From an optimization exercise on the open Yosys and OpenROAD flow, aimed at small area; shortcuts taken in it are not production practice.
Function was checked by simulation only, so behaviour that the tests miss may differ from the original.
The flow treats the clock pin as an ideal source, which a real chip does not have.

==> flow/design.v, too long to show whole: its modules and the start of the top module <==
// module FIR_FILTER: 1199 lines
// module fir_fa: 6 lines
// module fir_ha: 6 lines
module FIR_FILTER (clk, rst, data_valid, data, fir_valid, fir_d);
  // ...
==> flow/flow/run.sh <==
#!/bin/bash
# The standard layout, run stage by stage:
# - floorplan: pre-CTS setup repair only for paths worse than -3 ns (the clock skew
#   added after CTS gives the adder paths into the output register more time)
# - CTS: no dummy loads, sink clusters of up to 10 flops on clkbuf_4, then
#   flow/skew.tcl delays the output register's clock and repairs timing
# - port buffers: buf_1
set -euo pipefail
here=$(pwd)
export CTS_ARGS="-sink_clustering_enable -repair_clock_nets -buf_list sky130_fd_sc_hd__clkbuf_4 -sink_clustering_size 10 -sink_clustering_max_diameter 60 -dont_use_dummy_load"
export BUFFER_PORTS_ARGS="-buffer_cell sky130_fd_sc_hd__buf_1"
export SKEW_CELLS="dlygate4sd3_1 dlygate4sd3_1 dlygate4sd3_1 clkbuf_8"
SETUP_SLACK_MARGIN=-3 bash standard.sh floorplan > floorplan.log 2>&1
bash standard.sh place > place.log 2>&1
SKIP_CTS_REPAIR_TIMING=1 POST_CTS_TCL=$here/flow/skew.tcl bash standard.sh cts > cts.log 2>&1
bash standard.sh > finish.log 2>&1
==> flow/flow/skew.tcl <==
# Post-CTS hook: delay the clock of the output register r (its D inputs end the
# long adder paths; its Q outputs only feed the output ports through a short
# incrementer). Useful skew on the register-to-register paths into r.
set block [ord::get_db_block]
set db [ord::get_db]
set rinsts {}
set nr 0
set minbit [expr {[info exists ::env(SKEW_MIN_BIT)] ? $::env(SKEW_MIN_BIT) : 0}]
foreach inst [$block getInsts] {
  if {[regexp {^r\\?\[(\d+)\\?\]\$_DFF_P_$} [$inst getName] -> bit]} {
    incr nr
    if {$bit >= $minbit} { lappend rinsts $inst }
  }
}
puts "skew: delaying [llength $rinsts] of $nr output-register flops"
if {$nr != 16} { error "skew: expected 16 output-register flops" }
set srcnet [[[lindex $rinsts 0] findITerm CLK] getNet]
set sx 0; set sy 0
foreach r $rinsts { set loc [$r getLocation]; set sx [expr {$sx + [lindex $loc 0]}]; set sy [expr {$sy + [lindex $loc 1]}] }
set cx [expr {int($sx / [llength $rinsts])}]
set cy [expr {int($sy / [llength $rinsts])}]
set prev $srcnet
set i 0
foreach c $::env(SKEW_CELLS) {
  set m [$db findMaster sky130_fd_sc_hd__$c]
  set inst [odb::dbInst_create $block $m "skew_dly_$i"]
  set net [odb::dbNet_create $block "skew_net_$i"]
  $net setSigType CLOCK
  [$inst findITerm A] connect $prev
  [$inst findITerm X] connect $net
  $inst setLocation $cx $cy
  $inst setPlacementStatus PLACED
  set prev $net
  incr i
}
foreach r $rinsts {
  set it [$r findITerm CLK]
  $it disconnect
  $it connect $prev
}
global_connect
detailed_placement
estimate_parasitics -placement
report_clock_skew
repair_timing_helper
detailed_placement
check_placement -verbose
estimate_parasitics -placement
report_checks -path_delay max -format end
report_checks -path_delay min -format end
==> flow/standard.sh <==
#!/bin/bash
# synth_recipe.tcl (not shown) runs the flow's synth.tcl, then flattens the netlist and writes it again
# the make line also repeats each setting of config.mk as NAME=value (left out here)
make -C /OpenROAD-flow-scripts/flow DESIGN_CONFIG=/design/flow/config.mk WORK_HOME=/design/flow/orfs CLKGATE_MAP_FILE= SYNTH_SCRIPT=/design/flow/synth_recipe.tcl "${@:-finish}"
==> flow/config.mk <==
export PLATFORM = sky130hd
export DESIGN_NAME = FIR_FILTER
export DESIGN_NICKNAME = FIR_FILTER
export VERILOG_FILES = /design/flow/design.v
export SDC_FILE = /design/flow/constraint.sdc
export NUM_CORES = 4
export LEC_CHECK = 0
export CAP_MARGIN = 20
export CORE_MARGIN = 2
export CORE_UTILIZATION = 60
export GPL_TIMING_DRIVEN = 0
export SLEW_MARGIN = 20
export SYNTH_HIERARCHICAL = 1
==> flow/constraint.sdc <==
create_clock -name core_clock -period 15.0 [get_ports {clk}]
set_input_delay 3.0000 -clock core_clock [delete_from_list [all_inputs] [get_ports {clk}]]
set_output_delay 3.0000 -clock core_clock [all_outputs]
set_load 0.01 [all_outputs]
==> out/summary.md, run 1 <==
## Global route
• **GRT Max-Usage Layer** met1
• **grt met3 use** 12.01%

## Setup path
• **launching point of the worst reg2reg path** x3[0]$_DFF_P_
• **depth of the most critical reg-to-reg path** 41
• **endpoint class of the critical path** register
• **maximum fanout count along the critical path** 4

## Die
• **count of pins on the block boundary** 36
• **die boundary width** 239.2 um
• **starting utilization of the core area** 60.46%

## Clock tree
• **clock tree from TritonCTS** built

## Synthesis
• **xor and xnor area share after synthesis** 0.5016%
• **Yosys reg bits** 534
• **simple-gate share of the synthesized area** 0.7920%
• **Synth top area share** 61.91%
• **post-synthesis average cell area** 18.23 um2
• **number of warnings printed during yosys synthesis** 7

## Drt
• **residual DRC count** 0
• **Detailed Route WL** 84.40 mm
• **Top Metal Used** met5

## Final layout
• **post-route cell area** 34,760 um2
• **count of flip-flops and latches** 534

## STA
• **sum of negative setup slack** 0 ns
• **fmax** 68.69 MHz

## Place
• **Placed Cells incl. Taps** 2,559

## Run status
• **status** finished clean

==> run 2: changes to the inputs <==
--- a/flow/flow/run.sh
+++ b/flow/flow/run.sh
@@ -11,2 +11,3 @@
 export BUFFER_PORTS_ARGS="-buffer_cell sky130_fd_sc_hd__buf_1"
+export SKEW_MIN_BIT=7
 export SKEW_CELLS="dlygate4sd3_1 dlygate4sd3_1 dlygate4sd3_1 clkbuf_8"
==> run 2 against run 1 <==
Against the previous run: still clean; via count is 0.15% higher; design area hardly changed; fmax is 4.3% higher; sequential share of layout area hardly changed; core utilization hardly changed; register-to-register slack better by 0.60 ns.
==> out/summary.md, run 2 <==
## Global route
• **GR Util met1** 50.73%
• **GRT Max-Usage Layer** met1
• **pin count of the biggest net entering global routing** 19
• **GR Overflow Total** 0
• **met2 routing resource usage after global routing** 43.72%
• **antenna violations before repair** 4
• **number of global-route vias before repair** 18,010
• **first-pass GRT wire length** 124.1 mm
• **global-route total usage across every layer** 32.10%
• **grt met3 use** 12.01%, unchanged

## STA
• **count of pins over their slew limit** 0
• **tightest slew margin relative to the limit** 52.43%
• **post-layout min period** 13.95 ns
• **RSZ-0062 raised after global routing** no
• **setup-violating endpoint count in the final report** 0
• **sum of negative setup slack** 0 ns, unchanged
• **measured slew at the worst slew-check pin** 0.7127 ns
• **clk_skew** 1.870 ns
• **share of the cycle needed by the critical path after routing** 93.03%
• **fmax** 71.66 MHz, +4.3%
• **final worst-path setup slack** 1.045 ns
• **number of hold-slack violations in the final timing report** 0

## Die
• **height of the die** 239.2 um
• **Die Outline Area** 57,190 um2
• **starting utilization of the core area** 60.46%, unchanged
• **count of pins on the block boundary** 36, unchanged
• **die boundary width** 239.2 um, unchanged
• **number of placement rows** 86
• **Core ar.** 54,880 um2

## Drt
• **residual DRC count** 0, unchanged
• **DRT iter0 DRCs** 1,309
• **antenna violation net count after detailed routing** 0
• **DR vias/cell** 5.691
• **Via Count** 14,970
• **drt first pass iters** 5
• **Routed WL per cell** 32.08 um
• **Detailed Route WL** 84.42 mm, about the same

## Final layout
• **Seq. cell area** 10,720 um2
• **post-layout net count** 3,048
• **area of the multi-input gates** 22,070 um2
• **most used cells in the layout excluding fill and tap cells** sky130_fd_sc_hd__fa_1, sky130_fd_sc_hd__dfxtp_1, sky130_fd_sc_hd__inv_1
• **layout overhead on the synthesized area** 4.684%
• **Filler cells** 4,012
• **layout cell share with drive strength beyond 1** 3.640%
• **commonest non-fill, non-tap cell in the layout** sky130_fd_sc_hd__fa_1

## Synthesis
• **Top FF cell, synth** sky130_fd_sc_hd__dfxtp_1
• **share of async-settable or async-resettable flops after synthesis** 1.124%
• **sequential share of the synthesized area** 32.31%
• **synthesized area** 33,180 um2
• **number of warnings printed during yosys synthesis** 7, unchanged
• **Yosys reg bits** 534, unchanged
• **Distinct cells, synth** 30
• **largest area contributor in the synthesized netlist** sky130_fd_sc_hd__fa_1
• **library cell with the highest instance count after synthesis** sky130_fd_sc_hd__fa_1
• **top cells by instance count after synthesis** sky130_fd_sc_hd__fa_1, sky130_fd_sc_hd__dfxtp_1, sky130_fd_sc_hd__inv_1
• **Syn Nets** 2,943
• **top area cells in the synthesized netlist** sky130_fd_sc_hd__fa_1, sky130_fd_sc_hd__dfxtp_1, sky130_fd_sc_hd__ha_1
• **number of cells produced by synthesis** 1,820
• **post-synthesis average cell area** 18.23 um2, unchanged
• **Synth top area share** 61.91%, unchanged
• **count of flip-flops with a built-in enable after synthesis** 0

## Place
• **post-detail-place hpwl** 77.81 mm
• **Placer Congestion** 0.9742
• **pre-CTS setup slack** -0.7442 ns
• **number of buffer cells added on primary ports** 35

## Setup path
• **cell at the slowest stage of the critical path** sky130_fd_sc_hd__fa_1
• **CP most frequent cell** sky130_fd_sc_hd__fa_1
• **required arrival time at the worst endpoint** 17.49 ns
• **path type of the worst setup path** reg2reg
• **kind of start point of the critical path** register
• **maximum fanout count along the critical path** 4, unchanged
• **endpoint class of the critical path** register
• **critical path's largest stage delay** 0.65 ns
• **data arrival time of the worst path** 16.44 ns

## Flow run
• **Max Cap Viol** 0

## Clock tree
• **clock insertion delay at the later pin of the skew report** 2.60 ns
• **clock tree sinks** 534
• **clock tree from TritonCTS** built
• **clock slew seen by the registers of the worst setup and hold paths** 0.10 ns

## Worst hold path
• **Hold Path Class** reg2reg

## Run status
• **status** finished clean

-- run 2: cell types whose count changed in the layout (fill, tap and decap cells not counted) --
cell	delta
sky130_fd_sc_hd__fa_1	+3
sky130_fd_sc_hd__diode_2	+1
sky130_fd_sc_hd__fa_2	-3
sky130_fd_sc_hd__dlygate4sd3_1	-2
-- run 2: final timing paths --
path,from,endpoint,slack [ns],cells after the start
hold reg to reg,x16[15]$_DFF_P_,r[15]$_DFF_P_,0.04,5
setup / recovery,x23[0]$_DFF_P_,r[15]$_DFF_P_,1.05,38
hold / removal,x16[15]$_DFF_P_,r[15]$_DFF_P_,0.04,5
min in group asynchronous,rst,cnt[5]$_DFFE_PP0P_,2.09,2
setup reg to reg,x23[0]$_DFF_P_,r[15]$_DFF_P_,1.05,38
max in group asynchronous,rst,cnt[2]$_DFFE_PP0P_,12.71,2
-- run 2: through the flow --
stage / utilization [%] / instance area (um2) / hold WS (ns) / std cells
after floorplan: - / 33180 / 0.3345 / 1820
after global placement: 62.30 / 34190 / 0.3429 / 2559
after global routing: 63.28 / 34730 / 0.1377 / 2630
final: 63.29 / 34730 / 0.04027 / 2631
after detailed placement: 62.30 / 34190 / 0.3423 / 2559
-- run 2: routing by layer --
| metal | wire (um) | vias to the layer above |
|---|---|---|
| met5 | 13 | - |
| met4 | 1004 | 2 |
| met3 | 9216 | 79 |
| met2 | 35540 | 559 |
| met1 | 38640 | 8595 |
| li1 | - | 5739 |
-- run 2: kinds of logic after synthesis --
logic type | count (synthesis) | share of synthesized area [%]
adder cells (fa/ha/maj) | 1106 | 64.92
flip-flops | 534 | 32.31
buffers and inverters | 104 | 1.177
AND/OR/NAND/NOR | 46 | 0.7920
XOR/XNOR | 19 | 0.5016
AO/OA/AOI/OAI | 7 | 0.1659
multiplexers | 4 | 0.1320
-- run 2: layout make-up, without the clock buffers --
class                      count  area share (%)
sequential                   534           30.87
multi-input combinational   1182           63.53
antenna                        4         0.02882
buffer                         4          0.1261
timing repair buffer          38          0.4647
tap                          704           2.536
inverter                     104           1.124
-- run 2: critical path: cells and delay by family, from the launching register on --
family                     cells  cell delay (ns)
adders and majority gates     35            14.91
buffers and inverters          2             0.09
DFF                            1             0.35
muxes                          1             0.30
-- run 2: per-module statistics from Yosys, one instance, submodules excluded --
module	cells	flops+latches	cell area, um2	copies in the design
FIR_FILTER	723	534	11750	1
fir_ha	1	0	12.51	71
fir_fa	1	0	20.02	1026

==> re-timing with driven ports <==
How much do the figures lean on ideal ports? The routed layouts below were timed once more, with nothing changed but the port constraints. Step 1 assumes that a clkbuf_16 drives the clock port and a buf_2 every other input. Step 2, shift: input delay + t, output delay - t, t = (earliest + latest rising clock arrival at the registers) / 2. This alone moves slack from input paths to output paths. Three values: ideal ports, drivers, drivers and shift; two values: the first two.
run	t (ns)	setup slack, ns	worst setup path after step 2	clock arrival spread, ns	worst register clock-pin slew, ns	cell pins on the clock port's net
run 1	1.722	0.442 / 0.442 / 0.442	register to register	1.872 / 1.871	0.12 / 0.12	1
run 2	1.713	1.045 / 1.045 / 1.045	register to register	1.870 / 1.870	0.12 / 0.12	1
In run 1 and run 2 the clock reaches the registers at very different times; t lies between them, and the last value is a rough guide only.
